Background: an optimization exercise with open tools, aiming at small area. Do not read the settings as production practice.
At most, simulation tests tie the RTL to the original design; equivalence was not proved.
Only the layout flow was run in run 3; the RTL was not checked for function there.

`flow/config.mk`:
```
export PLATFORM = sky130hd
export DESIGN_NAME = sqrt_u32
export DESIGN_NICKNAME = sqrt_u32
export VERILOG_FILES = /design/flow/design.v
export SDC_FILE = /design/flow/constraint.sdc
export NUM_CORES = 4
export LEC_CHECK = 0
export ABC_AREA = 1
export CAP_MARGIN = 20
export CORE_MARGIN = 2
export CORE_UTILIZATION = 55
export CTS_BUF_LIST = sky130_fd_sc_hd__clkbuf_8
export GPL_TIMING_DRIVEN = 0
export PLACE_DENSITY = 0.65
export SETUP_SLACK_MARGIN = -0.4
export SLEW_MARGIN = 20
```
`flow/constraint.sdc`:
```
create_clock -name core_clock -period 9.0 [get_ports {clk}]
set_input_delay 1.8000 -clock core_clock [delete_from_list [all_inputs] [get_ports {clk}]]
set_output_delay 1.8000 -clock core_clock [all_outputs]
set_load 0.01 [all_outputs]
```
`flow/design.v`:
```
module sqrt_u32 (
    input  wire        clk,
    input  wire        rst_n,
    input  wire        valid_in,
    input  wire [31:0] data_i,
    output wire        valid_out,
    output wire [15:0] data_o
);
    reg [1:0] v;
    always @(posedge clk or negedge rst_n)
        if (!rst_n) v <= 2'd0;
        else v <= {v[0], valid_in};
    assign valid_out = v[1];
    wire [31:0] x0_d, x0;
    wire [1:0] r1_d, r1;
    wire [0:0] q1_d, q1;
    wire [29:0] x1_d, x1;
    wire [2:0] r2_d, r2;
    wire [1:0] q2_d, q2;
    wire [27:0] x2_d, x2;
    wire [3:0] r3_d, r3;
    wire [2:0] q3_d, q3;
    wire [25:0] x3_d, x3;
    wire [4:0] r4_d, r4;
    wire [3:0] q4_d, q4;
    wire [23:0] x4_d, x4;
    wire [5:0] r5_d, r5;
    wire [4:0] q5_d, q5;
    wire [21:0] x5_d, x5;
    wire [6:0] r6_d, r6;
    wire [5:0] q6_d, q6;
    wire [19:0] x6_d, x6;
    wire [7:0] r7_d, r7;
    wire [6:0] q7_d, q7;
    wire [17:0] x7_d, x7;
    wire [8:0] r8_d, r8;
    wire [7:0] q8_d, q8;
    wire [15:0] x8_d, x8;
    wire [9:0] r9_d, r9;
    wire [8:0] q9_d, q9;
    wire [13:0] x9_d, x9;
    wire [10:0] r10_d, r10;
    wire [9:0] q10_d, q10;
    wire [11:0] x10_d, x10;
    wire [11:0] r11_d, r11;
    wire [10:0] q11_d, q11;
    wire [9:0] x11_d, x11;
    wire [12:0] r12_d, r12;
    wire [11:0] q12_d, q12;
    wire [7:0] x12_d, x12;
    wire [13:0] r13_d, r13;
    wire [12:0] q13_d, q13;
    wire [5:0] x13_d, x13;
    wire [14:0] r14_d, r14;
    wire [13:0] q14_d, q14;
    wire [3:0] x14_d, x14;
    wire [14:0] q15_d, q15;
    wire [1:0] x15_d, x15;
    wire [15:0] q16_d, q16;
    assign x0_d = data_i;
    assign x0 = x0_d;
    assign r1 = r1_d;
    assign q1 = q1_d;
    assign x1 = x1_d;
    assign r2 = r2_d;
    assign q2 = q2_d;
    assign x2 = x2_d;
    assign r3 = r3_d;
    assign q3 = q3_d;
    assign x3 = x3_d;
    assign r4 = r4_d;
    assign q4 = q4_d;
    assign x4 = x4_d;
    assign r5 = r5_d;
    assign q5 = q5_d;
    assign x5 = x5_d;
    assign r6 = r6_d;
    assign q6 = q6_d;
    assign x6 = x6_d;
    assign r7 = r7_d;
    assign q7 = q7_d;
    assign x7 = x7_d;
    reg  [8:0] r8_q;
    reg  [7:0] q8_q;
    reg  [15:0] x8_q;
    always @(posedge clk) begin
        r8_q <= r8_d;
        q8_q <= q8_d;
        x8_q <= x8_d;
    end
    assign r8 = r8_q;
    assign q8 = q8_q;
    assign x8 = x8_q;
    assign r9 = r9_d;
    assign q9 = q9_d;
    assign x9 = x9_d;
    assign r10 = r10_d;
    assign q10 = q10_d;
    assign x10 = x10_d;
    assign r11 = r11_d;
    assign q11 = q11_d;
    assign x11 = x11_d;
    reg  [12:0] r12_q;
    reg  [11:0] q12_q;
    reg  [7:0] x12_q;
    always @(posedge clk) begin
        r12_q <= r12_d;
        q12_q <= q12_d;
        x12_q <= x12_d;
    end
    assign r12 = r12_q;
    assign q12 = q12_q;
    assign x12 = x12_q;
    assign r13 = r13_d;
    assign q13 = q13_d;
    assign x13 = x13_d;
    assign r14 = r14_d;
    assign q14 = q14_d;
    assign x14 = x14_d;
    assign q15 = q15_d;
    assign x15 = x15_d;
    assign q16 = q16_d;
    wire [1:0] t0 = x0[31:30];
    wire [2:0] d0 = {1'b0, t0} - 3'd1;
    wire ge0 = ~d0[2];
    assign r1_d = ge0 ? d0[1:0] : t0[1:0];
    assign x1_d = x0[29:0];
    assign q1_d = ge0;
    wire [3:0] t1 = {r1, x1[29:28]};
    wire [4:0] c1;
    wire [3:0] d1;
    wire [3:0] n1 = {1'b1, ~q1, 2'b10};
    assign c1[0] = 1'b1;
    assign d1[0] = t1[0] ^ n1[0] ^ c1[0];
    assign c1[1] = (t1[0] & n1[0]) | (t1[0] & c1[0]) | (n1[0] & c1[0]);
    assign d1[1] = t1[1] ^ n1[1] ^ c1[1];
    assign c1[2] = (t1[1] & n1[1]) | (t1[1] & c1[1]) | (n1[1] & c1[1]);
    assign d1[2] = t1[2] ^ n1[2] ^ c1[2];
    assign c1[3] = (t1[2] & n1[2]) | (t1[2] & c1[2]) | (n1[2] & c1[2]);
    assign d1[3] = t1[3] ^ n1[3] ^ c1[3];
    assign c1[4] = (t1[3] & n1[3]) | (t1[3] & c1[3]) | (n1[3] & c1[3]);
    wire ge1 = c1[4];
    assign r2_d = ge1 ? d1[2:0] : t1[2:0];
    assign x2_d = x1[27:0];
    assign q2_d = {q1, ge1};
    wire [4:0] t2 = {r2, x2[27:26]};
    wire [5:0] c2;
    wire [4:0] d2;
    wire [4:0] n2 = {1'b1, ~q2, 2'b10};
    assign c2[0] = 1'b1;
    assign d2[0] = t2[0] ^ n2[0] ^ c2[0];
    assign c2[1] = (t2[0] & n2[0]) | (t2[0] & c2[0]) | (n2[0] & c2[0]);
    assign d2[1] = t2[1] ^ n2[1] ^ c2[1];
    assign c2[2] = (t2[1] & n2[1]) | (t2[1] & c2[1]) | (n2[1] & c2[1]);
    assign d2[2] = t2[2] ^ n2[2] ^ c2[2];
    assign c2[3] = (t2[2] & n2[2]) | (t2[2] & c2[2]) | (n2[2] & c2[2]);
    assign d2[3] = t2[3] ^ n2[3] ^ c2[3];
    assign c2[4] = (t2[3] & n2[3]) | (t2[3] & c2[3]) | (n2[3] & c2[3]);
    assign d2[4] = t2[4] ^ n2[4] ^ c2[4];
    assign c2[5] = (t2[4] & n2[4]) | (t2[4] & c2[4]) | (n2[4] & c2[4]);
    wire ge2 = c2[5];
    assign r3_d = ge2 ? d2[3:0] : t2[3:0];
    assign x3_d = x2[25:0];
    assign q3_d = {q2, ge2};
    wire [5:0] t3 = {r3, x3[25:24]};
    wire [6:0] c3;
    wire [5:0] d3;
    wire [5:0] n3 = {1'b1, ~q3, 2'b10};
    assign c3[0] = 1'b1;
    assign d3[0] = t3[0] ^ n3[0] ^ c3[0];
    assign c3[1] = (t3[0] & n3[0]) | (t3[0] & c3[0]) | (n3[0] & c3[0]);
    assign d3[1] = t3[1] ^ n3[1] ^ c3[1];
    assign c3[2] = (t3[1] & n3[1]) | (t3[1] & c3[1]) | (n3[1] & c3[1]);
    assign d3[2] = t3[2] ^ n3[2] ^ c3[2];
    assign c3[3] = (t3[2] & n3[2]) | (t3[2] & c3[2]) | (n3[2] & c3[2]);
    assign d3[3] = t3[3] ^ n3[3] ^ c3[3];
    assign c3[4] = (t3[3] & n3[3]) | (t3[3] & c3[3]) | (n3[3] & c3[3]);
    assign d3[4] = t3[4] ^ n3[4] ^ c3[4];
    assign c3[5] = (t3[4] & n3[4]) | (t3[4] & c3[4]) | (n3[4] & c3[4]);
    assign d3[5] = t3[5] ^ n3[5] ^ c3[5];
    assign c3[6] = (t3[5] & n3[5]) | (t3[5] & c3[5]) | (n3[5] & c3[5]);
    wire ge3 = c3[6];
    assign r4_d = ge3 ? d3[4:0] : t3[4:0];
    assign x4_d = x3[23:0];
    assign q4_d = {q3, ge3};
    wire [6:0] t4 = {r4, x4[23:22]};
    wire [7:0] c4;
    wire [6:0] d4;
    wire [6:0] n4 = {1'b1, ~q4, 2'b10};
    assign c4[0] = 1'b1;
    assign d4[0] = t4[0] ^ n4[0] ^ c4[0];
    assign c4[1] = (t4[0] & n4[0]) | (t4[0] & c4[0]) | (n4[0] & c4[0]);
    assign d4[1] = t4[1] ^ n4[1] ^ c4[1];
    assign c4[2] = (t4[1] & n4[1]) | (t4[1] & c4[1]) | (n4[1] & c4[1]);
    assign d4[2] = t4[2] ^ n4[2] ^ c4[2];
    assign c4[3] = (t4[2] & n4[2]) | (t4[2] & c4[2]) | (n4[2] & c4[2]);
    assign d4[3] = t4[3] ^ n4[3] ^ c4[3];
    assign c4[4] = (t4[3] & n4[3]) | (t4[3] & c4[3]) | (n4[3] & c4[3]);
    assign d4[4] = t4[4] ^ n4[4] ^ c4[4];
    assign c4[5] = (t4[4] & n4[4]) | (t4[4] & c4[4]) | (n4[4] & c4[4]);
    assign d4[5] = t4[5] ^ n4[5] ^ c4[5];
    assign c4[6] = (t4[5] & n4[5]) | (t4[5] & c4[5]) | (n4[5] & c4[5]);
    assign d4[6] = t4[6] ^ n4[6] ^ c4[6];
    assign c4[7] = (t4[6] & n4[6]) | (t4[6] & c4[6]) | (n4[6] & c4[6]);
    wire ge4 = c4[7];
    assign r5_d = ge4 ? d4[5:0] : t4[5:0];
    assign x5_d = x4[21:0];
    assign q5_d = {q4, ge4};
    wire [7:0] t5 = {r5, x5[21:20]};
    wire [8:0] c5;
    wire [7:0] d5;
    wire [7:0] n5 = {1'b1, ~q5, 2'b10};
    assign c5[0] = 1'b1;
    assign d5[0] = t5[0] ^ n5[0] ^ c5[0];
    assign c5[1] = (t5[0] & n5[0]) | (t5[0] & c5[0]) | (n5[0] & c5[0]);
    assign d5[1] = t5[1] ^ n5[1] ^ c5[1];
    assign c5[2] = (t5[1] & n5[1]) | (t5[1] & c5[1]) | (n5[1] & c5[1]);
    assign d5[2] = t5[2] ^ n5[2] ^ c5[2];
    assign c5[3] = (t5[2] & n5[2]) | (t5[2] & c5[2]) | (n5[2] & c5[2]);
    assign d5[3] = t5[3] ^ n5[3] ^ c5[3];
    assign c5[4] = (t5[3] & n5[3]) | (t5[3] & c5[3]) | (n5[3] & c5[3]);
    assign d5[4] = t5[4] ^ n5[4] ^ c5[4];
    assign c5[5] = (t5[4] & n5[4]) | (t5[4] & c5[4]) | (n5[4] & c5[4]);
    assign d5[5] = t5[5] ^ n5[5] ^ c5[5];
    assign c5[6] = (t5[5] & n5[5]) | (t5[5] & c5[5]) | (n5[5] & c5[5]);
    assign d5[6] = t5[6] ^ n5[6] ^ c5[6];
    assign c5[7] = (t5[6] & n5[6]) | (t5[6] & c5[6]) | (n5[6] & c5[6]);
    assign d5[7] = t5[7] ^ n5[7] ^ c5[7];
    assign c5[8] = (t5[7] & n5[7]) | (t5[7] & c5[7]) | (n5[7] & c5[7]);
    wire ge5 = c5[8];
    assign r6_d = ge5 ? d5[6:0] : t5[6:0];
    assign x6_d = x5[19:0];
    assign q6_d = {q5, ge5};
    wire [8:0] t6 = {r6, x6[19:18]};
    wire [9:0] c6;
    wire [8:0] d6;
    wire [8:0] n6 = {1'b1, ~q6, 2'b10};
    assign c6[0] = 1'b1;
    assign d6[0] = t6[0] ^ n6[0] ^ c6[0];
    assign c6[1] = (t6[0] & n6[0]) | (t6[0] & c6[0]) | (n6[0] & c6[0]);
    assign d6[1] = t6[1] ^ n6[1] ^ c6[1];
    assign c6[2] = (t6[1] & n6[1]) | (t6[1] & c6[1]) | (n6[1] & c6[1]);
    assign d6[2] = t6[2] ^ n6[2] ^ c6[2];
    assign c6[3] = (t6[2] & n6[2]) | (t6[2] & c6[2]) | (n6[2] & c6[2]);
    assign d6[3] = t6[3] ^ n6[3] ^ c6[3];
    assign c6[4] = (t6[3] & n6[3]) | (t6[3] & c6[3]) | (n6[3] & c6[3]);
    assign d6[4] = t6[4] ^ n6[4] ^ c6[4];
    assign c6[5] = (t6[4] & n6[4]) | (t6[4] & c6[4]) | (n6[4] & c6[4]);
    assign d6[5] = t6[5] ^ n6[5] ^ c6[5];
    assign c6[6] = (t6[5] & n6[5]) | (t6[5] & c6[5]) | (n6[5] & c6[5]);
    assign d6[6] = t6[6] ^ n6[6] ^ c6[6];
    assign c6[7] = (t6[6] & n6[6]) | (t6[6] & c6[6]) | (n6[6] & c6[6]);
    assign d6[7] = t6[7] ^ n6[7] ^ c6[7];
    assign c6[8] = (t6[7] & n6[7]) | (t6[7] & c6[7]) | (n6[7] & c6[7]);
    assign d6[8] = t6[8] ^ n6[8] ^ c6[8];
    assign c6[9] = (t6[8] & n6[8]) | (t6[8] & c6[8]) | (n6[8] & c6[8]);
    wire ge6 = c6[9];
    assign r7_d = ge6 ? d6[7:0] : t6[7:0];
    assign x7_d = x6[17:0];
    assign q7_d = {q6, ge6};
    wire [9:0] t7 = {r7, x7[17:16]};
    wire [10:0] c7;
    wire [9:0] d7;
    wire [9:0] n7 = {1'b1, ~q7, 2'b10};
    assign c7[0] = 1'b1;
    assign d7[0] = t7[0] ^ n7[0] ^ c7[0];
    assign c7[1] = (t7[0] & n7[0]) | (t7[0] & c7[0]) | (n7[0] & c7[0]);
    assign d7[1] = t7[1] ^ n7[1] ^ c7[1];
    assign c7[2] = (t7[1] & n7[1]) | (t7[1] & c7[1]) | (n7[1] & c7[1]);
    assign d7[2] = t7[2] ^ n7[2] ^ c7[2];
    assign c7[3] = (t7[2] & n7[2]) | (t7[2] & c7[2]) | (n7[2] & c7[2]);
    assign d7[3] = t7[3] ^ n7[3] ^ c7[3];
    assign c7[4] = (t7[3] & n7[3]) | (t7[3] & c7[3]) | (n7[3] & c7[3]);
    assign d7[4] = t7[4] ^ n7[4] ^ c7[4];
    assign c7[5] = (t7[4] & n7[4]) | (t7[4] & c7[4]) | (n7[4] & c7[4]);
    assign d7[5] = t7[5] ^ n7[5] ^ c7[5];
    assign c7[6] = (t7[5] & n7[5]) | (t7[5] & c7[5]) | (n7[5] & c7[5]);
    assign d7[6] = t7[6] ^ n7[6] ^ c7[6];
    assign c7[7] = (t7[6] & n7[6]) | (t7[6] & c7[6]) | (n7[6] & c7[6]);
    assign d7[7] = t7[7] ^ n7[7] ^ c7[7];
    assign c7[8] = (t7[7] & n7[7]) | (t7[7] & c7[7]) | (n7[7] & c7[7]);
    assign d7[8] = t7[8] ^ n7[8] ^ c7[8];
    assign c7[9] = (t7[8] & n7[8]) | (t7[8] & c7[8]) | (n7[8] & c7[8]);
    assign d7[9] = t7[9] ^ n7[9] ^ c7[9];
    assign c7[10] = (t7[9] & n7[9]) | (t7[9] & c7[9]) | (n7[9] & c7[9]);
    wire ge7 = c7[10];
    assign r8_d = ge7 ? d7[8:0] : t7[8:0];
    assign x8_d = x7[15:0];
    assign q8_d = {q7, ge7};
    wire [10:0] t8 = {r8, x8[15:14]};
    wire [11:0] c8;
    wire [10:0] d8;
    wire [10:0] n8 = {1'b1, ~q8, 2'b10};
    assign c8[0] = 1'b1;
    assign d8[0] = t8[0] ^ n8[0] ^ c8[0];
    assign c8[1] = (t8[0] & n8[0]) | (t8[0] & c8[0]) | (n8[0] & c8[0]);
    assign d8[1] = t8[1] ^ n8[1] ^ c8[1];
    assign c8[2] = (t8[1] & n8[1]) | (t8[1] & c8[1]) | (n8[1] & c8[1]);
    assign d8[2] = t8[2] ^ n8[2] ^ c8[2];
    assign c8[3] = (t8[2] & n8[2]) | (t8[2] & c8[2]) | (n8[2] & c8[2]);
    assign d8[3] = t8[3] ^ n8[3] ^ c8[3];
    assign c8[4] = (t8[3] & n8[3]) | (t8[3] & c8[3]) | (n8[3] & c8[3]);
    assign d8[4] = t8[4] ^ n8[4] ^ c8[4];
    assign c8[5] = (t8[4] & n8[4]) | (t8[4] & c8[4]) | (n8[4] & c8[4]);
    assign d8[5] = t8[5] ^ n8[5] ^ c8[5];
    assign c8[6] = (t8[5] & n8[5]) | (t8[5] & c8[5]) | (n8[5] & c8[5]);
    assign d8[6] = t8[6] ^ n8[6] ^ c8[6];
    assign c8[7] = (t8[6] & n8[6]) | (t8[6] & c8[6]) | (n8[6] & c8[6]);
    assign d8[7] = t8[7] ^ n8[7] ^ c8[7];
    assign c8[8] = (t8[7] & n8[7]) | (t8[7] & c8[7]) | (n8[7] & c8[7]);
    assign d8[8] = t8[8] ^ n8[8] ^ c8[8];
    assign c8[9] = (t8[8] & n8[8]) | (t8[8] & c8[8]) | (n8[8] & c8[8]);
    assign d8[9] = t8[9] ^ n8[9] ^ c8[9];
    assign c8[10] = (t8[9] & n8[9]) | (t8[9] & c8[9]) | (n8[9] & c8[9]);
    assign d8[10] = t8[10] ^ n8[10] ^ c8[10];
    assign c8[11] = (t8[10] & n8[10]) | (t8[10] & c8[10]) | (n8[10] & c8[10]);
    wire ge8 = c8[11];
    assign r9_d = ge8 ? d8[9:0] : t8[9:0];
    assign x9_d = x8[13:0];
    assign q9_d = {q8, ge8};
    wire [11:0] t9 = {r9, x9[13:12]};
    wire [12:0] c9;
    wire [11:0] d9;
    wire [11:0] n9 = {1'b1, ~q9, 2'b10};
    assign c9[0] = 1'b1;
    assign d9[0] = t9[0] ^ n9[0] ^ c9[0];
    assign c9[1] = (t9[0] & n9[0]) | (t9[0] & c9[0]) | (n9[0] & c9[0]);
    assign d9[1] = t9[1] ^ n9[1] ^ c9[1];
    assign c9[2] = (t9[1] & n9[1]) | (t9[1] & c9[1]) | (n9[1] & c9[1]);
    assign d9[2] = t9[2] ^ n9[2] ^ c9[2];
    assign c9[3] = (t9[2] & n9[2]) | (t9[2] & c9[2]) | (n9[2] & c9[2]);
    assign d9[3] = t9[3] ^ n9[3] ^ c9[3];
    assign c9[4] = (t9[3] & n9[3]) | (t9[3] & c9[3]) | (n9[3] & c9[3]);
    assign d9[4] = t9[4] ^ n9[4] ^ c9[4];
    assign c9[5] = (t9[4] & n9[4]) | (t9[4] & c9[4]) | (n9[4] & c9[4]);
    assign d9[5] = t9[5] ^ n9[5] ^ c9[5];
    assign c9[6] = (t9[5] & n9[5]) | (t9[5] & c9[5]) | (n9[5] & c9[5]);
    assign d9[6] = t9[6] ^ n9[6] ^ c9[6];
    assign c9[7] = (t9[6] & n9[6]) | (t9[6] & c9[6]) | (n9[6] & c9[6]);
    assign d9[7] = t9[7] ^ n9[7] ^ c9[7];
    assign c9[8] = (t9[7] & n9[7]) | (t9[7] & c9[7]) | (n9[7] & c9[7]);
    assign d9[8] = t9[8] ^ n9[8] ^ c9[8];
    assign c9[9] = (t9[8] & n9[8]) | (t9[8] & c9[8]) | (n9[8] & c9[8]);
    assign d9[9] = t9[9] ^ n9[9] ^ c9[9];
    assign c9[10] = (t9[9] & n9[9]) | (t9[9] & c9[9]) | (n9[9] & c9[9]);
    assign d9[10] = t9[10] ^ n9[10] ^ c9[10];
    assign c9[11] = (t9[10] & n9[10]) | (t9[10] & c9[10]) | (n9[10] & c9[10]);
    assign d9[11] = t9[11] ^ n9[11] ^ c9[11];
    assign c9[12] = (t9[11] & n9[11]) | (t9[11] & c9[11]) | (n9[11] & c9[11]);
    wire ge9 = c9[12];
    assign r10_d = ge9 ? d9[10:0] : t9[10:0];
    assign x10_d = x9[11:0];
    assign q10_d = {q9, ge9};
    wire [12:0] t10 = {r10, x10[11:10]};
    wire [13:0] c10;
    wire [12:0] d10;
    wire [12:0] n10 = {1'b1, ~q10, 2'b10};
    assign c10[0] = 1'b1;
    assign d10[0] = t10[0] ^ n10[0] ^ c10[0];
    assign c10[1] = (t10[0] & n10[0]) | (t10[0] & c10[0]) | (n10[0] & c10[0]);
    assign d10[1] = t10[1] ^ n10[1] ^ c10[1];
    assign c10[2] = (t10[1] & n10[1]) | (t10[1] & c10[1]) | (n10[1] & c10[1]);
    assign d10[2] = t10[2] ^ n10[2] ^ c10[2];
    assign c10[3] = (t10[2] & n10[2]) | (t10[2] & c10[2]) | (n10[2] & c10[2]);
    assign d10[3] = t10[3] ^ n10[3] ^ c10[3];
    assign c10[4] = (t10[3] & n10[3]) | (t10[3] & c10[3]) | (n10[3] & c10[3]);
    assign d10[4] = t10[4] ^ n10[4] ^ c10[4];
    assign c10[5] = (t10[4] & n10[4]) | (t10[4] & c10[4]) | (n10[4] & c10[4]);
    assign d10[5] = t10[5] ^ n10[5] ^ c10[5];
    assign c10[6] = (t10[5] & n10[5]) | (t10[5] & c10[5]) | (n10[5] & c10[5]);
    assign d10[6] = t10[6] ^ n10[6] ^ c10[6];
    assign c10[7] = (t10[6] & n10[6]) | (t10[6] & c10[6]) | (n10[6] & c10[6]);
    assign d10[7] = t10[7] ^ n10[7] ^ c10[7];
    assign c10[8] = (t10[7] & n10[7]) | (t10[7] & c10[7]) | (n10[7] & c10[7]);
    assign d10[8] = t10[8] ^ n10[8] ^ c10[8];
    assign c10[9] = (t10[8] & n10[8]) | (t10[8] & c10[8]) | (n10[8] & c10[8]);
    assign d10[9] = t10[9] ^ n10[9] ^ c10[9];
    assign c10[10] = (t10[9] & n10[9]) | (t10[9] & c10[9]) | (n10[9] & c10[9]);
    assign d10[10] = t10[10] ^ n10[10] ^ c10[10];
    assign c10[11] = (t10[10] & n10[10]) | (t10[10] & c10[10]) | (n10[10] & c10[10]);
    assign d10[11] = t10[11] ^ n10[11] ^ c10[11];
    assign c10[12] = (t10[11] & n10[11]) | (t10[11] & c10[11]) | (n10[11] & c10[11]);
    assign d10[12] = t10[12] ^ n10[12] ^ c10[12];
    assign c10[13] = (t10[12] & n10[12]) | (t10[12] & c10[12]) | (n10[12] & c10[12]);
    wire ge10 = c10[13];
    assign r11_d = ge10 ? d10[11:0] : t10[11:0];
    assign x11_d = x10[9:0];
    assign q11_d = {q10, ge10};
    wire [13:0] t11 = {r11, x11[9:8]};
    wire [14:0] c11;
    wire [13:0] d11;
    wire [13:0] n11 = {1'b1, ~q11, 2'b10};
    assign c11[0] = 1'b1;
    assign d11[0] = t11[0] ^ n11[0] ^ c11[0];
    assign c11[1] = (t11[0] & n11[0]) | (t11[0] & c11[0]) | (n11[0] & c11[0]);
    assign d11[1] = t11[1] ^ n11[1] ^ c11[1];
    assign c11[2] = (t11[1] & n11[1]) | (t11[1] & c11[1]) | (n11[1] & c11[1]);
    assign d11[2] = t11[2] ^ n11[2] ^ c11[2];
    assign c11[3] = (t11[2] & n11[2]) | (t11[2] & c11[2]) | (n11[2] & c11[2]);
    assign d11[3] = t11[3] ^ n11[3] ^ c11[3];
    assign c11[4] = (t11[3] & n11[3]) | (t11[3] & c11[3]) | (n11[3] & c11[3]);
    assign d11[4] = t11[4] ^ n11[4] ^ c11[4];
    assign c11[5] = (t11[4] & n11[4]) | (t11[4] & c11[4]) | (n11[4] & c11[4]);
    assign d11[5] = t11[5] ^ n11[5] ^ c11[5];
    assign c11[6] = (t11[5] & n11[5]) | (t11[5] & c11[5]) | (n11[5] & c11[5]);
    assign d11[6] = t11[6] ^ n11[6] ^ c11[6];
    assign c11[7] = (t11[6] & n11[6]) | (t11[6] & c11[6]) | (n11[6] & c11[6]);
    assign d11[7] = t11[7] ^ n11[7] ^ c11[7];
    assign c11[8] = (t11[7] & n11[7]) | (t11[7] & c11[7]) | (n11[7] & c11[7]);
    assign d11[8] = t11[8] ^ n11[8] ^ c11[8];
    assign c11[9] = (t11[8] & n11[8]) | (t11[8] & c11[8]) | (n11[8] & c11[8]);
    assign d11[9] = t11[9] ^ n11[9] ^ c11[9];
    assign c11[10] = (t11[9] & n11[9]) | (t11[9] & c11[9]) | (n11[9] & c11[9]);
    assign d11[10] = t11[10] ^ n11[10] ^ c11[10];
    assign c11[11] = (t11[10] & n11[10]) | (t11[10] & c11[10]) | (n11[10] & c11[10]);
    assign d11[11] = t11[11] ^ n11[11] ^ c11[11];
    assign c11[12] = (t11[11] & n11[11]) | (t11[11] & c11[11]) | (n11[11] & c11[11]);
    assign d11[12] = t11[12] ^ n11[12] ^ c11[12];
    assign c11[13] = (t11[12] & n11[12]) | (t11[12] & c11[12]) | (n11[12] & c11[12]);
    assign d11[13] = t11[13] ^ n11[13] ^ c11[13];
    assign c11[14] = (t11[13] & n11[13]) | (t11[13] & c11[13]) | (n11[13] & c11[13]);
    wire ge11 = c11[14];
    assign r12_d = ge11 ? d11[12:0] : t11[12:0];
    assign x12_d = x11[7:0];
    assign q12_d = {q11, ge11};
    wire [14:0] t12 = {r12, x12[7:6]};
    wire [15:0] c12;
    wire [14:0] d12;
    wire [14:0] n12 = {1'b1, ~q12, 2'b10};
    assign c12[0] = 1'b1;
    assign d12[0] = t12[0] ^ n12[0] ^ c12[0];
    assign c12[1] = (t12[0] & n12[0]) | (t12[0] & c12[0]) | (n12[0] & c12[0]);
    assign d12[1] = t12[1] ^ n12[1] ^ c12[1];
    assign c12[2] = (t12[1] & n12[1]) | (t12[1] & c12[1]) | (n12[1] & c12[1]);
    assign d12[2] = t12[2] ^ n12[2] ^ c12[2];
    assign c12[3] = (t12[2] & n12[2]) | (t12[2] & c12[2]) | (n12[2] & c12[2]);
    assign d12[3] = t12[3] ^ n12[3] ^ c12[3];
    assign c12[4] = (t12[3] & n12[3]) | (t12[3] & c12[3]) | (n12[3] & c12[3]);
    assign d12[4] = t12[4] ^ n12[4] ^ c12[4];
    assign c12[5] = (t12[4] & n12[4]) | (t12[4] & c12[4]) | (n12[4] & c12[4]);
    assign d12[5] = t12[5] ^ n12[5] ^ c12[5];
    assign c12[6] = (t12[5] & n12[5]) | (t12[5] & c12[5]) | (n12[5] & c12[5]);
    assign d12[6] = t12[6] ^ n12[6] ^ c12[6];
    assign c12[7] = (t12[6] & n12[6]) | (t12[6] & c12[6]) | (n12[6] & c12[6]);
    assign d12[7] = t12[7] ^ n12[7] ^ c12[7];
    assign c12[8] = (t12[7] & n12[7]) | (t12[7] & c12[7]) | (n12[7] & c12[7]);
    assign d12[8] = t12[8] ^ n12[8] ^ c12[8];
    assign c12[9] = (t12[8] & n12[8]) | (t12[8] & c12[8]) | (n12[8] & c12[8]);
    assign d12[9] = t12[9] ^ n12[9] ^ c12[9];
    assign c12[10] = (t12[9] & n12[9]) | (t12[9] & c12[9]) | (n12[9] & c12[9]);
    assign d12[10] = t12[10] ^ n12[10] ^ c12[10];
    assign c12[11] = (t12[10] & n12[10]) | (t12[10] & c12[10]) | (n12[10] & c12[10]);
    assign d12[11] = t12[11] ^ n12[11] ^ c12[11];
    assign c12[12] = (t12[11] & n12[11]) | (t12[11] & c12[11]) | (n12[11] & c12[11]);
    assign d12[12] = t12[12] ^ n12[12] ^ c12[12];
    assign c12[13] = (t12[12] & n12[12]) | (t12[12] & c12[12]) | (n12[12] & c12[12]);
    assign d12[13] = t12[13] ^ n12[13] ^ c12[13];
    assign c12[14] = (t12[13] & n12[13]) | (t12[13] & c12[13]) | (n12[13] & c12[13]);
    assign d12[14] = t12[14] ^ n12[14] ^ c12[14];
    assign c12[15] = (t12[14] & n12[14]) | (t12[14] & c12[14]) | (n12[14] & c12[14]);
    wire ge12 = c12[15];
    assign r13_d = ge12 ? d12[13:0] : t12[13:0];
    assign x13_d = x12[5:0];
    assign q13_d = {q12, ge12};
    wire [15:0] t13 = {r13, x13[5:4]};
    wire [16:0] c13;
    wire [15:0] d13;
    wire [15:0] n13 = {1'b1, ~q13, 2'b10};
    assign c13[0] = 1'b1;
    assign d13[0] = t13[0] ^ n13[0] ^ c13[0];
    assign c13[1] = (t13[0] & n13[0]) | (t13[0] & c13[0]) | (n13[0] & c13[0]);
    assign d13[1] = t13[1] ^ n13[1] ^ c13[1];
    assign c13[2] = (t13[1] & n13[1]) | (t13[1] & c13[1]) | (n13[1] & c13[1]);
    assign d13[2] = t13[2] ^ n13[2] ^ c13[2];
    assign c13[3] = (t13[2] & n13[2]) | (t13[2] & c13[2]) | (n13[2] & c13[2]);
    assign d13[3] = t13[3] ^ n13[3] ^ c13[3];
    assign c13[4] = (t13[3] & n13[3]) | (t13[3] & c13[3]) | (n13[3] & c13[3]);
    assign d13[4] = t13[4] ^ n13[4] ^ c13[4];
    assign c13[5] = (t13[4] & n13[4]) | (t13[4] & c13[4]) | (n13[4] & c13[4]);
    assign d13[5] = t13[5] ^ n13[5] ^ c13[5];
    assign c13[6] = (t13[5] & n13[5]) | (t13[5] & c13[5]) | (n13[5] & c13[5]);
    assign d13[6] = t13[6] ^ n13[6] ^ c13[6];
    assign c13[7] = (t13[6] & n13[6]) | (t13[6] & c13[6]) | (n13[6] & c13[6]);
    assign d13[7] = t13[7] ^ n13[7] ^ c13[7];
    assign c13[8] = (t13[7] & n13[7]) | (t13[7] & c13[7]) | (n13[7] & c13[7]);
    assign d13[8] = t13[8] ^ n13[8] ^ c13[8];
    assign c13[9] = (t13[8] & n13[8]) | (t13[8] & c13[8]) | (n13[8] & c13[8]);
    assign d13[9] = t13[9] ^ n13[9] ^ c13[9];
    assign c13[10] = (t13[9] & n13[9]) | (t13[9] & c13[9]) | (n13[9] & c13[9]);
    assign d13[10] = t13[10] ^ n13[10] ^ c13[10];
    assign c13[11] = (t13[10] & n13[10]) | (t13[10] & c13[10]) | (n13[10] & c13[10]);
    assign d13[11] = t13[11] ^ n13[11] ^ c13[11];
    assign c13[12] = (t13[11] & n13[11]) | (t13[11] & c13[11]) | (n13[11] & c13[11]);
    assign d13[12] = t13[12] ^ n13[12] ^ c13[12];
    assign c13[13] = (t13[12] & n13[12]) | (t13[12] & c13[12]) | (n13[12] & c13[12]);
    assign d13[13] = t13[13] ^ n13[13] ^ c13[13];
    assign c13[14] = (t13[13] & n13[13]) | (t13[13] & c13[13]) | (n13[13] & c13[13]);
    assign d13[14] = t13[14] ^ n13[14] ^ c13[14];
    assign c13[15] = (t13[14] & n13[14]) | (t13[14] & c13[14]) | (n13[14] & c13[14]);
    assign d13[15] = t13[15] ^ n13[15] ^ c13[15];
    assign c13[16] = (t13[15] & n13[15]) | (t13[15] & c13[15]) | (n13[15] & c13[15]);
    wire ge13 = c13[16];
    assign r14_d = ge13 ? d13[14:0] : t13[14:0];
    assign x14_d = x13[3:0];
    assign q14_d = {q13, ge13};
    wire [16:0] t14 = {r14, x14[3:2]};
    wire [17:0] c14;
    wire [16:0] d14;
    wire [16:0] n14 = {1'b1, ~q14, 2'b10};
    assign c14[0] = 1'b1;
    assign d14[0] = t14[0] ^ n14[0] ^ c14[0];
    assign c14[1] = (t14[0] & n14[0]) | (t14[0] & c14[0]) | (n14[0] & c14[0]);
    assign d14[1] = t14[1] ^ n14[1] ^ c14[1];
    assign c14[2] = (t14[1] & n14[1]) | (t14[1] & c14[1]) | (n14[1] & c14[1]);
    assign d14[2] = t14[2] ^ n14[2] ^ c14[2];
    assign c14[3] = (t14[2] & n14[2]) | (t14[2] & c14[2]) | (n14[2] & c14[2]);
    assign d14[3] = t14[3] ^ n14[3] ^ c14[3];
    assign c14[4] = (t14[3] & n14[3]) | (t14[3] & c14[3]) | (n14[3] & c14[3]);
    assign d14[4] = t14[4] ^ n14[4] ^ c14[4];
    assign c14[5] = (t14[4] & n14[4]) | (t14[4] & c14[4]) | (n14[4] & c14[4]);
    assign d14[5] = t14[5] ^ n14[5] ^ c14[5];
    assign c14[6] = (t14[5] & n14[5]) | (t14[5] & c14[5]) | (n14[5] & c14[5]);
    assign d14[6] = t14[6] ^ n14[6] ^ c14[6];
    assign c14[7] = (t14[6] & n14[6]) | (t14[6] & c14[6]) | (n14[6] & c14[6]);
    assign d14[7] = t14[7] ^ n14[7] ^ c14[7];
    assign c14[8] = (t14[7] & n14[7]) | (t14[7] & c14[7]) | (n14[7] & c14[7]);
    assign d14[8] = t14[8] ^ n14[8] ^ c14[8];
    assign c14[9] = (t14[8] & n14[8]) | (t14[8] & c14[8]) | (n14[8] & c14[8]);
    assign d14[9] = t14[9] ^ n14[9] ^ c14[9];
    assign c14[10] = (t14[9] & n14[9]) | (t14[9] & c14[9]) | (n14[9] & c14[9]);
    assign d14[10] = t14[10] ^ n14[10] ^ c14[10];
    assign c14[11] = (t14[10] & n14[10]) | (t14[10] & c14[10]) | (n14[10] & c14[10]);
    assign d14[11] = t14[11] ^ n14[11] ^ c14[11];
    assign c14[12] = (t14[11] & n14[11]) | (t14[11] & c14[11]) | (n14[11] & c14[11]);
    assign d14[12] = t14[12] ^ n14[12] ^ c14[12];
    assign c14[13] = (t14[12] & n14[12]) | (t14[12] & c14[12]) | (n14[12] & c14[12]);
    assign d14[13] = t14[13] ^ n14[13] ^ c14[13];
    assign c14[14] = (t14[13] & n14[13]) | (t14[13] & c14[13]) | (n14[13] & c14[13]);
    assign d14[14] = t14[14] ^ n14[14] ^ c14[14];
    assign c14[15] = (t14[14] & n14[14]) | (t14[14] & c14[14]) | (n14[14] & c14[14]);
    assign d14[15] = t14[15] ^ n14[15] ^ c14[15];
    assign c14[16] = (t14[15] & n14[15]) | (t14[15] & c14[15]) | (n14[15] & c14[15]);
    assign d14[16] = t14[16] ^ n14[16] ^ c14[16];
    assign c14[17] = (t14[16] & n14[16]) | (t14[16] & c14[16]) | (n14[16] & c14[16]);
    wire ge14 = c14[17];
    assign q15_d = {q14, ge14};
    wire [17:0] a1_a = {d14[15:0], x14[1:0]};
    wire [17:0] a1_n = ~({1'b0, q14, 3'b101});
    wire [18:0] a1_c;
    assign a1_c[0] = 1'b1;
    assign a1_c[1] = (a1_a[0] & a1_n[0]) | (a1_a[0] & a1_c[0]) | (a1_n[0] & a1_c[0]);
    assign a1_c[2] = (a1_a[1] & a1_n[1]) | (a1_a[1] & a1_c[1]) | (a1_n[1] & a1_c[1]);
    assign a1_c[3] = (a1_a[2] & a1_n[2]) | (a1_a[2] & a1_c[2]) | (a1_n[2] & a1_c[2]);
    assign a1_c[4] = (a1_a[3] & a1_n[3]) | (a1_a[3] & a1_c[3]) | (a1_n[3] & a1_c[3]);
    assign a1_c[5] = (a1_a[4] & a1_n[4]) | (a1_a[4] & a1_c[4]) | (a1_n[4] & a1_c[4]);
    assign a1_c[6] = (a1_a[5] & a1_n[5]) | (a1_a[5] & a1_c[5]) | (a1_n[5] & a1_c[5]);
    assign a1_c[7] = (a1_a[6] & a1_n[6]) | (a1_a[6] & a1_c[6]) | (a1_n[6] & a1_c[6]);
    assign a1_c[8] = (a1_a[7] & a1_n[7]) | (a1_a[7] & a1_c[7]) | (a1_n[7] & a1_c[7]);
    assign a1_c[9] = (a1_a[8] & a1_n[8]) | (a1_a[8] & a1_c[8]) | (a1_n[8] & a1_c[8]);
    assign a1_c[10] = (a1_a[9] & a1_n[9]) | (a1_a[9] & a1_c[9]) | (a1_n[9] & a1_c[9]);
    assign a1_c[11] = (a1_a[10] & a1_n[10]) | (a1_a[10] & a1_c[10]) | (a1_n[10] & a1_c[10]);
    assign a1_c[12] = (a1_a[11] & a1_n[11]) | (a1_a[11] & a1_c[11]) | (a1_n[11] & a1_c[11]);
    assign a1_c[13] = (a1_a[12] & a1_n[12]) | (a1_a[12] & a1_c[12]) | (a1_n[12] & a1_c[12]);
    assign a1_c[14] = (a1_a[13] & a1_n[13]) | (a1_a[13] & a1_c[13]) | (a1_n[13] & a1_c[13]);
    assign a1_c[15] = (a1_a[14] & a1_n[14]) | (a1_a[14] & a1_c[14]) | (a1_n[14] & a1_c[14]);
    assign a1_c[16] = (a1_a[15] & a1_n[15]) | (a1_a[15] & a1_c[15]) | (a1_n[15] & a1_c[15]);
    assign a1_c[17] = (a1_a[16] & a1_n[16]) | (a1_a[16] & a1_c[16]) | (a1_n[16] & a1_c[16]);
    assign a1_c[18] = (a1_a[17] & a1_n[17]) | (a1_a[17] & a1_c[17]) | (a1_n[17] & a1_c[17]);
    wire a1 = a1_c[18];
    wire [17:0] a0_a = {t14[15:0], x14[1:0]};
    wire [17:0] a0_n = ~({1'b0, q14, 3'b001});
    wire [18:0] a0_c;
    assign a0_c[0] = 1'b1;
    assign a0_c[1] = (a0_a[0] & a0_n[0]) | (a0_a[0] & a0_c[0]) | (a0_n[0] & a0_c[0]);
    assign a0_c[2] = (a0_a[1] & a0_n[1]) | (a0_a[1] & a0_c[1]) | (a0_n[1] & a0_c[1]);
    assign a0_c[3] = (a0_a[2] & a0_n[2]) | (a0_a[2] & a0_c[2]) | (a0_n[2] & a0_c[2]);
    assign a0_c[4] = (a0_a[3] & a0_n[3]) | (a0_a[3] & a0_c[3]) | (a0_n[3] & a0_c[3]);
    assign a0_c[5] = (a0_a[4] & a0_n[4]) | (a0_a[4] & a0_c[4]) | (a0_n[4] & a0_c[4]);
    assign a0_c[6] = (a0_a[5] & a0_n[5]) | (a0_a[5] & a0_c[5]) | (a0_n[5] & a0_c[5]);
    assign a0_c[7] = (a0_a[6] & a0_n[6]) | (a0_a[6] & a0_c[6]) | (a0_n[6] & a0_c[6]);
    assign a0_c[8] = (a0_a[7] & a0_n[7]) | (a0_a[7] & a0_c[7]) | (a0_n[7] & a0_c[7]);
    assign a0_c[9] = (a0_a[8] & a0_n[8]) | (a0_a[8] & a0_c[8]) | (a0_n[8] & a0_c[8]);
    assign a0_c[10] = (a0_a[9] & a0_n[9]) | (a0_a[9] & a0_c[9]) | (a0_n[9] & a0_c[9]);
    assign a0_c[11] = (a0_a[10] & a0_n[10]) | (a0_a[10] & a0_c[10]) | (a0_n[10] & a0_c[10]);
    assign a0_c[12] = (a0_a[11] & a0_n[11]) | (a0_a[11] & a0_c[11]) | (a0_n[11] & a0_c[11]);
    assign a0_c[13] = (a0_a[12] & a0_n[12]) | (a0_a[12] & a0_c[12]) | (a0_n[12] & a0_c[12]);
    assign a0_c[14] = (a0_a[13] & a0_n[13]) | (a0_a[13] & a0_c[13]) | (a0_n[13] & a0_c[13]);
    assign a0_c[15] = (a0_a[14] & a0_n[14]) | (a0_a[14] & a0_c[14]) | (a0_n[14] & a0_c[14]);
    assign a0_c[16] = (a0_a[15] & a0_n[15]) | (a0_a[15] & a0_c[15]) | (a0_n[15] & a0_c[15]);
    assign a0_c[17] = (a0_a[16] & a0_n[16]) | (a0_a[16] & a0_c[16]) | (a0_n[16] & a0_c[16]);
    assign a0_c[18] = (a0_a[17] & a0_n[17]) | (a0_a[17] & a0_c[17]) | (a0_n[17] & a0_c[17]);
    wire a0 = a0_c[18];
    wire ge15 = ge14 ? a1 : a0;
    assign q16_d = {q15, ge15};
    assign data_o = q16;
endmodule
```
`flow/flow/run.sh`:
```
#!/bin/bash
# Standard layout (standard.sh) with its own logic mapping:
# - synthesis skips Yosys's full-adder extraction (ADDER_MAP_FILE empty), so ABC maps the
#   carry chains itself;
# - ABC runs flow/area.abc instead of ORFS's script. Everything else in synthesis (registers,
#   flattening, renaming) is the standard synthesis script, patched only at the abc call.
# - input and output ports get the smallest buffer (buf_1).
export BUFFER_PORTS_ARGS="-buffer_cell sky130_fd_sc_hd__buf_1"
# - clock tree without dummy loads.
export CTS_ARGS="-sink_clustering_enable -repair_clock_nets -buf_list sky130_fd_sc_hd__clkbuf_8 -dont_use_dummy_load"
set -euo pipefail
here=$(pwd)
sed 's|^\(\s*\)log_cmd abc {\*}$abc_args|\1log_cmd abc {*}[lreplace $abc_args 1 1 $::env(MY_ABC_SCRIPT)]|' \
  "$FLOW_HOME/scripts/synth.tcl" > "$here/synth_abc.tcl"
grep -q 'MY_ABC_SCRIPT' "$here/synth_abc.tcl"
sed "s|\$::env(SCRIPTS_DIR)/synth.tcl|$here/synth_abc.tcl|" synth_recipe.tcl > "$here/synth_recipe_abc.tcl"
grep -q synth_abc.tcl "$here/synth_recipe_abc.tcl"
sed "s|SYNTH_SCRIPT=[^ ]*|SYNTH_SCRIPT=$here/synth_recipe_abc.tcl|" standard.sh > "$here/standard_abc.sh"
export ADDER_MAP_FILE=
export MY_ABC_SCRIPT="$here/flow/area.abc"
bash "$here/standard_abc.sh" > standard.log 2>&1
```
`flow/flow/area.abc`:
```
strash
dch
map -B 0.9
topo
stime -c
buffer -c
dnsize -c
```
`flow/standard.sh`:
```
#!/bin/bash
# synth_recipe.tcl (not shown) runs the flow's synth.tcl, then flattens the netlist and writes it again
# the make line also repeats each setting of config.mk as NAME=value (left out here)
make -C /OpenROAD-flow-scripts/flow DESIGN_CONFIG=/design/flow/config.mk WORK_HOME=/design/flow/orfs CLKGATE_MAP_FILE= SYNTH_SCRIPT=/design/flow/synth_recipe.tcl "${@:-finish}"
```
==> impl_metrics.env, run 1 <==
export IMPL_cts_buffer_depth=2
export IMPL_skew_ns=0.00681
export IMPL_synth_cell_type_count=25
export IMPL_yosysTopAreaCellShare_pct=35.9
export IMPL_synth_seq_area_share_pct=20.7
export IMPL_path_class="flop to output port"
export IMPL_cts_max_level=3
export IMPL_hold_viol_final=0
export IMPL_wl_met2_um=7670
export IMPL_slew_violations=0
export IMPL_dp_cells=1426
export IMPL_synth_edff_count=0
export IMPL_ys_flop_type="dfxtp_1"
export IMPL_final_nets=1335
export IMPL_critPathRequiredTime_ns=7.20
export IMPL_cp_max_fo=7
export IMPL_area_growth_syn_to_layout_pct=11.6
export IMPL_crit_path_start_kind="flop"
export IMPL_gp_congestion=0.844
export IMPL_io_pins=52
export IMPL_worst_skew_pair_late_latency_ns=0.34
export IMPL_drc=0
export IMPL_netlist_area_um2=6630
export IMPL_setup_slack_ns=0.336
export IMPL_period_needed_ns=8.66
export IMPL_ys_ff_latch=68
export IMPL_cts_sinks=68
export IMPL_slew_headroom_pct=48.0
export IMPL_worstPathArrival_ns=6.86
export IMPL_vias_per_cell=4.90
export IMPL_finalSetupViolations=0
export IMPL_dr_wl_met3_um=426
export IMPL_dp_slack_ns=-0.832
export IMPL_wl_per_cell_um=10.7
export IMPL_start_util_pct=55.7
export IMPL_fillCellCount=1278
export IMPL_die_area_um2=13000
export IMPL_cp_slowest_cell="dfxtp_4"
export IMPL_rows=40
export IMPL_yosysWarningCount=1
export IMPL_crit_buf_inv=3
export IMPL_fmax_mhz=115
export IMPL_min_path_type="flop to flop"
export IMPL_core_um2=11900
export IMPL_worst_setup_path_end_kind="output port"
export IMPL_ant_nets=0
export IMPL_drt_met1_wl_um=7140
export IMPL_netlist_top_cells_count="nand2_1 (635), inv_1 (126), nand3_1 (87), o21ai_0 (68), dfxtp_1 (66)"
export IMPL_highest_layer="met4"
export IMPL_tightest_slew_ns=0.779
export IMPL_die_w_um=114
export IMPL_critPathTopFamily="simple AND/OR/NAND/NOR gates"
export IMPL_syn_inst=1228
export IMPL_grt_pass1_wl_um=26100
export IMPL_routed_wl_um=15400
export IMPL_syn_num_nets=1263
export IMPL_cts_tree="built"
export IMPL_first_global_vias=5995
export IMPL_drive_gt1_share_pct=9.48
export IMPL_drv_cap=0
export IMPL_ys_top_cells_by_area="nand2_1 (36%), dfxtp_1 (20%), inv_1 (7.1%)"
export IMPL_grt_max_degree=13
export IMPL_grt_antenna_before_repair=0
export IMPL_max_stage_delay_ns=0.35
export IMPL_synthArstFlopShare_pct=2.94
export IMPL_syn_avg_cell_area_um2=5.40
export IMPL_grt_ovfl_total=0
export IMPL_fin_crit_sh_pct=96.3
export IMPL_drt_iter0_drc=415
export IMPL_seqCellArea_um2=1380
export IMPL_drtPass1Iterations=5
export IMPL_status="complete, no violations"
export IMPL_grtUsageTotal_pct=24.5
export IMPL_clock_root_buffer="clkbuf_8"
export IMPL_dp_hpwl_um=12700
export IMPL_numCtsBuffers=9
export IMPL_critPathMostFrequentCell="nand2_1"
export IMPL_multiInputGateArea_um2=4820
export IMPL_die_y_um=114
export IMPL_final_cells=1445
export IMPL_path_clk_slew_ns=0.06
export IMPL_hold_buffers=0
export IMPL_port_buffers=51
export IMPL_n_antenna_cell=0
export IMPL_synth_most_common_cell="nand2_1"
export IMPL_vias=7081
export IMPL_yosysTopAreaCell="nand2_1"
-- cells by family after synthesis --
family	Yosys count	share of synthesized area [%]
flip-flops	68	20.7
AND/OR/NAND/NOR	814	49.9
multiplexers	5	0.754
XOR/XNOR	86	11.4
AO/OA/AOI/OAI	106	8.53
buffers and inverters	149	8.83
-- worst paths after layout --
check / from / to / slack, ns / depth (start not counted)
worst max-delay path: q12_q[1] / data_o[0] / 0.34 / 72
worst min-delay path: x8_q[6] / x12_q[6] / 0.33 / 0
worst max register to register: q8_q[0] / r12_q[3] / 0.88 / 76
worst min register to register: x8_q[6] / x12_q[6] / 0.33 / 0
max in group asynchronous: rst_n / v[1] / 7.63 / 1
min in group asynchronous: rst_n / v[0] / 1.24 / 1
-- metal layers --
layer  GRT usage, %  vias to the layer above
li1               -                     3950
met1           29.7                     3029
met2           45.1                       85
met3           3.93                       17
met4           5.93                        0
met5              0                        -
-- cell usage in the layout (no fill, tap or decap), types with 6 or more instances in the layout --
cell,n
buf_4,16
nand2_1,611
o22ai_1,6
o21ai_0,61
nand3b_1,10
nand2_2,21
nor2_1,34
or2_2,38
buf_1,48
nand3_1,81
clkbuf_1,6
xnor2_1,34
inv_1,123
a21oi_1,20
xor2_1,52
dfxtp_1,63
clkbuf_8,9
-- cell type report --
| class | instances | area share, % |
|---|---|---|
| Tap cell | 147 | 2.48 |
| Clock buffer | 9 | 1.67 |
| Inverter | 127 | 6.44 |
| Buffer | 21 | 1.84 |
| Multi-Input combinational cell | 1011 | 65.1 |
| Sequential cell | 68 | 18.6 |
| Timing Repair Buffer | 62 | 3.77 |
-- what timing repair did --
| item | 4_1_cts | 5_1_grt |
|---|---|---|
| pin swaps | 0 | 10 |
| endpoints found under the setup margin | 2 | 12 |
| buffers inserted | 0 | 11 |
| gates resized for setup | 14 | 63 |
-- state kept, by name, summed over array words and instances, names as in the netlist --
| register | flops |
|---|---|
| x8_q | 16 |
| r12_q | 13 |
| q12_q | 12 |
| r8_q | 9 |
| q8_q | 8 |
| x12_q | 8 |
| v | 2 |
-- worst register-to-register path, delay by kind of cell (launching register included) --
| kind | cells | cell delay (ns) |
|---|---|---|
| flip-flops | 1 | 0.50 |
| AND/OR/NAND/NOR | 69 | 5.63 |
| AO/OA/AOI/OAI | 4 | 1.25 |
| buffers and inverters | 3 | 0.62 |
-- metrics by stage --
step	hold WS, ns	setup TNS [ns]	cell area, um^2	utilization (%)
after floorplan	0.310	0	6630	-
after global placement	0.311	-5.62	7010	58.8
after detailed placement	0.312	-6.56	7010	58.8
after CTS	0.326	-2.22	7170	60.2
after global routing	0.343	-6.76	7400	62.1
final	0.326	0	7400	62.1
==> run 2: changes to the inputs <==
--- a/flow/flow/run.sh
+++ b/flow/flow/run.sh
@@ -9,4 +9,6 @@
 # - clock tree without dummy loads.
 export CTS_ARGS="-sink_clustering_enable -repair_clock_nets -buf_list sky130_fd_sc_hd__clkbuf_8 -dont_use_dummy_load"
+# - after global routing, downsize gates off the critical paths (ORFS power recovery).
+export RECOVER_POWER=100
 set -euo pipefail
 here=$(pwd)
==> impl_metrics.env, run 2 <==
export IMPL_status="complete, no violations"
export IMPL_die_w_um=114
export IMPL_grtUsageMet2_pct=45.1
export IMPL_dp_cells=1426
export IMPL_cts_buffer_depth=2
export IMPL_finalSetupViolations=0
export IMPL_path_clk_slew_ns=0.06
export IMPL_regMostFlops="x8_q"
export IMPL_largest_reg_flops=16
export IMPL_syn_num_nets=1263
export IMPL_final_util_pct=62.1
export IMPL_slew_headroom_pct=48.0
export IMPL_worst_skew_pair_late_latency_ns=0.34
export IMPL_grtUsageTotal_pct=24.5
export IMPL_vias=7081
export IMPL_synth_seq_area_share_pct=20.7
export IMPL_final_cells=1445
export IMPL_hold_start="x8_q[6]"
export IMPL_netlist_top_cells_count="nand2_1 (635), inv_1 (126), nand3_1 (87), o21ai_0 (68), dfxtp_1 (66)"
export IMPL_ys_flop_type="dfxtp_1"
export IMPL_netlist_area_um2=6630
export IMPL_fillCellCount=1278
export IMPL_use_met1_pct=29.7
export IMPL_routed_wl_um=15400
export IMPL_grt_ovfl_total=0
export IMPL_drtPass1Iterations=5
export IMPL_numCtsBuffers=9
export IMPL_reg2reg_from="q8_q[0]"
export IMPL_cts_tree="built"
export IMPL_period_needed_ns=8.66
export IMPL_drc=0
export IMPL_synth_most_common_cell="nand2_1"
export IMPL_final_common_cell="nand2_1"
export IMPL_grt_pass1_wl_um=26100
export IMPL_hold_buffers=0
export IMPL_critPathRequiredTime_ns=7.20
export IMPL_worst_setup_path_end_kind="output port"
export IMPL_cts_max_level=3
export IMPL_rows=40
export IMPL_slew_violations=0
export IMPL_fin_crit_sh_pct=96.3
export IMPL_synthArstFlopShare_pct=2.94
export IMPL_wl_per_cell_um=10.7
export IMPL_busiest_layer="met2"
export IMPL_holdPathEnd="x12_q[6]"
export IMPL_holdPathStages=0
export IMPL_first_global_vias=5995
export IMPL_drive_gt1_share_pct=9.48
export IMPL_yosysWarningCount=1
export IMPL_r2r_slack_ns=0.88
export IMPL_r2r_end="r12_q[3]"
export IMPL_grt_met3_usage_pct=3.93
export IMPL_crit_path_start_kind="flop"
export IMPL_path_class="flop to output port"
export IMPL_reg_top3="x8_q: 16 flops, r12_q: 13 flops, q12_q: 12 flops"
export IMPL_gp_congestion=0.844
export IMPL_dp_hpwl_um=12700
export IMPL_synth_cell_type_count=25
export IMPL_cp_max_fo=7
export IMPL_die_area_um2=13000
export IMPL_min_path_type="flop to flop"
export IMPL_drt_iter0_drc=415
export IMPL_reg2reg_depth=76
export IMPL_synth_edff_count=0
export IMPL_core_um2=11900
export IMPL_port_buffers=51
export IMPL_worstPathArrival_ns=6.86
export IMPL_ant_nets=0
export IMPL_syn_inst=1228
export IMPL_yosysTopAreaCell="nand2_1"
export IMPL_layout_common_cells="nand2_1 (611), inv_1 (123), nand3_1 (81), dfxtp_1 (63), o21ai_0 (61)"
export IMPL_drv_cap=0
export IMPL_tightest_slew_ns=0.779
export IMPL_max_stage_delay_ns=0.35
export IMPL_critPathMostFrequentCell="nand2_1"
export IMPL_hold_viol_final=0
export IMPL_grt_max_degree=13
export IMPL_yosysTopAreaCellShare_pct=35.9
export IMPL_grt_antenna_before_repair=0
export IMPL_n_antenna_cell=0
export IMPL_cts_sinks=68
export IMPL_ys_top_cells_by_area="nand2_1 (36%), dfxtp_1 (20%), inv_1 (7.1%)"
export IMPL_vias_per_cell=4.90
export IMPL_final_nets=1335
export IMPL_ys_ff_latch=68
export IMPL_io_pins=52
export IMPL_syn_avg_cell_area_um2=5.40
export IMPL_area_growth_syn_to_layout_pct=11.6
export IMPL_skew_ns=0.00681
export IMPL_fmax_mhz=115
export IMPL_cp_slowest_cell="dfxtp_4"
export IMPL_start_util_pct=55.7
export IMPL_clock_root_buffer="clkbuf_8"
export IMPL_die_y_um=114
[run 2: cell counts after synthesis]
Identical to the previous run, type by type.
[run 2: routing by layer]
metal  wire, um  share of wire, %
met5          0                 0
met4        175               1.1
met3        426               2.8
met2       7670                50
met1       7140                46
[run 2: cell families after synthesis]
logic type	count (synthesis)	share of synthesized area, %
simple gates	814	49.9
flops	68	20.7
xor+xnor	86	11.4
buf+inv	149	8.83
compound gates	106	8.53
mux	5	0.754
[run 2: worst max-delay path: cells and delay by family, from the launching register on]
family / cells / cell delay [ns]
AOI/OAI and AO/OA: 1 / 0.09
DFF: 1 / 0.35
buffers and inverters: 3 / 0.27
and+or+nand+nor: 68 / 5.74
[run 2: through the flow]
step	setup WS [ns]	instance area (um^2)	TNS [ns]	hold slack, ns
6_report	0.336	7400	0	0.326
2_1_floorplan	0.812	6630	0	0.310
5_1_grt	-0.445	7400	-6.76	0.343
3_5_place_dp	-0.832	7010	-6.56	0.312
3_3_place_gp	-0.745	7010	-5.62	0.311
4_1_cts	-0.373	7170	-2.22	0.326
[run 2: timing repair]
item,4_1_cts,5_1_grt
endpoints found under the setup margin,2,12
pin swaps,0,10
cloned,0,0
resized for setup,14,63
buffers inserted,0,11
hold endpoints to repair,0,0
[run 2: area by class of cell]
class,count,area (um^2),area share [%]
tap,147,184,2.48
buffer,21,136,1.84
timing repair buffer,62,279,3.77
inverter,127,477,6.44
clock buffer,9,124,1.67
multi-input combinational,1011,4820,65.1
sequential,68,1380,18.6
[run 2: worst max path at each step]
stage	startpoint	depth (start not counted)	slack [ns]	end
floorplan	q12_q[1]	71	0.81	data_o[0]
global placement	q12_q[0]	75	-0.74	data_o[0]
detailed placement	q12_q[0]	75	-0.83	data_o[0]
CTS	q12_q[0]	75	-0.37	data_o[0]
global route	data_i[31]	60	-0.45	r8_q[2]
finish	q12_q[1]	72	0.34	data_o[0]
==> run 3: changes to the inputs <==
--- a/flow/design.v
+++ b/flow/design.v
@@ -75,21 +75,21 @@
     assign q5 = q5_d;
     assign x5 = x5_d;
-    assign r6 = r6_d;
-    assign q6 = q6_d;
-    assign x6 = x6_d;
+    reg  [6:0] r6_q;
+    reg  [5:0] q6_q;
+    reg  [19:0] x6_q;
+    always @(posedge clk) begin
+        r6_q <= r6_d;
+        q6_q <= q6_d;
+        x6_q <= x6_d;
+    end
+    assign r6 = r6_q;
+    assign q6 = q6_q;
+    assign x6 = x6_q;
     assign r7 = r7_d;
     assign q7 = q7_d;
     assign x7 = x7_d;
-    reg  [8:0] r8_q;
-    reg  [7:0] q8_q;
-    reg  [15:0] x8_q;
-    always @(posedge clk) begin
-        r8_q <= r8_d;
-        q8_q <= q8_d;
-        x8_q <= x8_d;
-    end
-    assign r8 = r8_q;
-    assign q8 = q8_q;
-    assign x8 = x8_q;
+    assign r8 = r8_d;
+    assign q8 = q8_d;
+    assign x8 = x8_d;
     assign r9 = r9_d;
     assign q9 = q9_d;
--- a/flow/flow/run.sh
+++ b/flow/flow/run.sh
@@ -9,6 +9,4 @@
 # - clock tree without dummy loads.
 export CTS_ARGS="-sink_clustering_enable -repair_clock_nets -buf_list sky130_fd_sc_hd__clkbuf_8 -dont_use_dummy_load"
-# - after global routing, downsize gates off the critical paths (ORFS power recovery).
-export RECOVER_POWER=100
 set -euo pipefail
 here=$(pwd)
--- a/flow/config.mk
+++ b/flow/config.mk
@@ -13,4 +13,4 @@
 export GPL_TIMING_DRIVEN = 0
 export PLACE_DENSITY = 0.65
-export SETUP_SLACK_MARGIN = -0.4
+export SETUP_SLACK_MARGIN = -0.5
 export SLEW_MARGIN = 20
==> impl_metrics.env, run 3 <==
export IMPL_yosysTopAreaCellShare_pct=31.9
export IMPL_crit_path_start_kind="flop"
export IMPL_slew_violations=0
export IMPL_status="complete, but fails checks"
export IMPL_grt_max_degree=14
export IMPL_regMostFlops="x6_q"
export IMPL_drt_iter0_drc=347
export IMPL_synthArstFlopShare_pct=2.94
export IMPL_syn_inst=1128
export IMPL_io_pins=52
export IMPL_drc=0
export IMPL_min_path_type="flop to flop"
export IMPL_skew_ns=0.0202
export IMPL_tightest_slew_ns=0.851
export IMPL_grtUsageTotal_pct=24.7
export IMPL_cts_sinks=68
export IMPL_grt_antenna_before_repair=0
export IMPL_grt_pass1_wl_um=25600
export IMPL_wl_per_cell_um=11.9
export IMPL_final_util_pct=69.7
export IMPL_synth_cell_type_count=31
export IMPL_drtPass1Iterations=5
export IMPL_cts_max_level=3
export IMPL_reg2reg_from="q6_q[1]"
export IMPL_core_um2=11400
export IMPL_dp_slack_ns=-1.60
export IMPL_cp_startpoint="x12_q[7]"
export IMPL_critPathRequiredTime_ns=7.20
export IMPL_syn_num_nets=1163
export IMPL_cp_slowest_cell="dfxtp_2"
export IMPL_cts_buffer_depth=2
export IMPL_hold_start="x6_q[5]"
export IMPL_design_area_um2=7930
export IMPL_ys_top_cells_by_area="nand2_1 (32%), dfxtp_1 (21%), xor2_1 (8.5%)"
export IMPL_slew_headroom_pct=42.9
export IMPL_cp_max_fo=4
export IMPL_fin_crit_sh_pct=103
export IMPL_path_clk_slew_ns=0.08
export IMPL_placed_area_um2=6730
export IMPL_finalSetupViolations=1
export IMPL_largest_reg_flops=20
export IMPL_holdPathStages=0
export IMPL_vias_per_cell=5.07
export IMPL_ant_nets=0
export IMPL_vias=7058
export IMPL_dp_hpwl_um=11800
export IMPL_final_common_cell="nand2_1"
export IMPL_hold_viol_final=0
export IMPL_grt_ovfl_total=0
export IMPL_port_buffers=51
export IMPL_synth_seq_area_share_pct=21.6
export IMPL_gp_congestion=0.863
export IMPL_netlist_area_um2=6360
export IMPL_fmax_mhz=107
export IMPL_synth_most_common_cell="nand2_1"
export IMPL_die_y_um=112
export IMPL_worst_setup_path_end_kind="output port"
export IMPL_violations="negative setup slack"
export IMPL_syn_avg_cell_area_um2=5.64
export IMPL_holdPathEnd="x12_q[5]"
export IMPL_critPathMostFrequentCell="buf_4"
export IMPL_first_global_vias=5937
export IMPL_n_antenna_cell=0
export IMPL_layout_common_cells="nand2_1 (467), inv_1 (109), buf_4 (68), o21ai_0 (64), nand2_2 (63)"
export IMPL_rows=39
export IMPL_setup_slack_ns=-0.314
export IMPL_worstPathArrival_ns=7.51
export IMPL_period_needed_ns=9.31
export IMPL_drive_gt1_share_pct=20.3
export IMPL_worst_skew_pair_late_latency_ns=0.35
export IMPL_path_class="flop to output port"
export IMPL_start_util_pct=55.9
export IMPL_netlist_top_cells_count="nand2_1 (541), inv_1 (118), o21ai_0 (80), dfxtp_1 (66), xor2_1 (62)"
export IMPL_synth_edff_count=0
export IMPL_final_nets=1285
export IMPL_yosysTopAreaCell="nand2_1"
export IMPL_reg_top3="x6_q: 20 flops, r12_q: 13 flops, q12_q: 12 flops"
export IMPL_ys_ff_latch=68
export IMPL_area_growth_syn_to_layout_pct=24.7
export IMPL_die_w_um=112
export IMPL_numCtsBuffers=9
export IMPL_rsz0062_at_grt="true"
export IMPL_yosysWarningCount=1
export IMPL_r2r_slack_ns=0.40
export IMPL_reg2reg_depth=104
export IMPL_drv_cap=0
export IMPL_clock_root_buffer="clkbuf_8"
export IMPL_fillCellCount=1045
export IMPL_die_area_um2=12400
export IMPL_routed_wl_um=16600
export IMPL_r2r_end="r12_q[5]"
export IMPL_ys_flop_type="dfxtp_1"
export IMPL_cts_tree="built"
export IMPL_max_stage_delay_ns=0.36
==> run 3: cell type report <==
type	count	area (um^2)	share of cell area [%]
multi-input cells	920	4970	62.7
flip-flops and latches	68	1400	17.6
repair buffers	117	694	8.76
inverters	120	480	6.06
well taps	143	179	2.26
clock buffers	9	124	1.56
plain buffers	14	82.6	1.04
==> run 3: how the worst max path moves through the flow <==
stage / endpoint / slack [ns]
finish: data_o[0] / -0.31
CTS: data_o[0] / -0.55
global placement: r12_q[5] / -1.52
detailed placement: r12_q[6] / -1.60
floorplan: data_o[0] / -0.08
global route: data_o[0] / -0.85
==> run 3: worst max-delay path: cells and delay by family (launching register included) <==
family	cells	cell delay, ns
flip-flops	1	0.36
adder cells (fa/ha/maj)	5	1.56
AO/OA/AOI/OAI	8	0.63
XOR/XNOR	3	0.42
AND/OR/NAND/NOR	28	2.19
buffers and inverters	17	1.95
==> run 3: kinds of logic (layout without fill, tap and decap cells) <==
logic type      count (synthesis)  in the layout  synth area share, %
flops                          68             68                 21.6
fa+ha+maj                       7              7                 1.10
simple gates                  677            678                 42.7
xor+xnor                      103            103                 14.2
buf+inv                       141            260                 8.64
mux                             3              3                0.472
compound gates                129            129                 11.3
==> run 3: metal layers <==
metal / up-vias / share of wire, % / GRT usage (%)
met5: - / 0 / 0
met4: 0 / 2.9 / 9.38
li1: 3769 / - / -
met3: 41 / 4.0 / 4.08
met1: 3109 / 43 / 29.5
met2: 139 / 50 / 44.6
==> run 3: timing repair <==
item / CTS / global route
gates cloned: 1 / 1
hold buffers: 0 / 0
setup buffers: 45 / 21
resized for setup: 77 / 129
endpoints found under the setup margin: 16 / 16
pin swaps: 32 / 61
==> run 3: metrics by stage <==
stage	std cells	setup TNS, ns	hold slack, ns
2_1_floorplan	1128	-0.0819	0.310
3_3_place_gp	1322	-22.29	0.310
3_5_place_dp	1322	-23.42	0.312
4_1_cts	1374	-6.56	0.301
5_1_grt	1391	-9.10	0.299
6_report	1391	-0.314	0.301

afterwards: timing with drivers on the ports:
In the flow no input, the clock included, has a driving cell. The finished layouts below were timed again as built, in two steps.
Step 1 sets driving cells, clkbuf_16 on the clock port and buf_2 on the other inputs (assumed; they add their load-dependent delay and slew).
Step 2 moves the port delays by t, midway between the first and last clock arrival at a register: inputs arrive t later, outputs are due t later. That takes back most of the time a late clock gives input paths.
Slacks: ideal ports / drivers / drivers and shift; pairs: ideal ports / drivers.
run	shift t [ns]	setup slack, ns	latest minus earliest clock arrival (ns)	worst register clock-pin slew, ns
run 1	0.379	0.336 / 0.301 / 0.159	0.014 / 0.014	0.07 / 0.07
run 2	0.379	0.336 / 0.301 / 0.159	0.014 / 0.014	0.07 / 0.07
run 3	0.373	-0.314 / -0.351 / 0.022	0.032 / 0.033	0.08 / 0.08
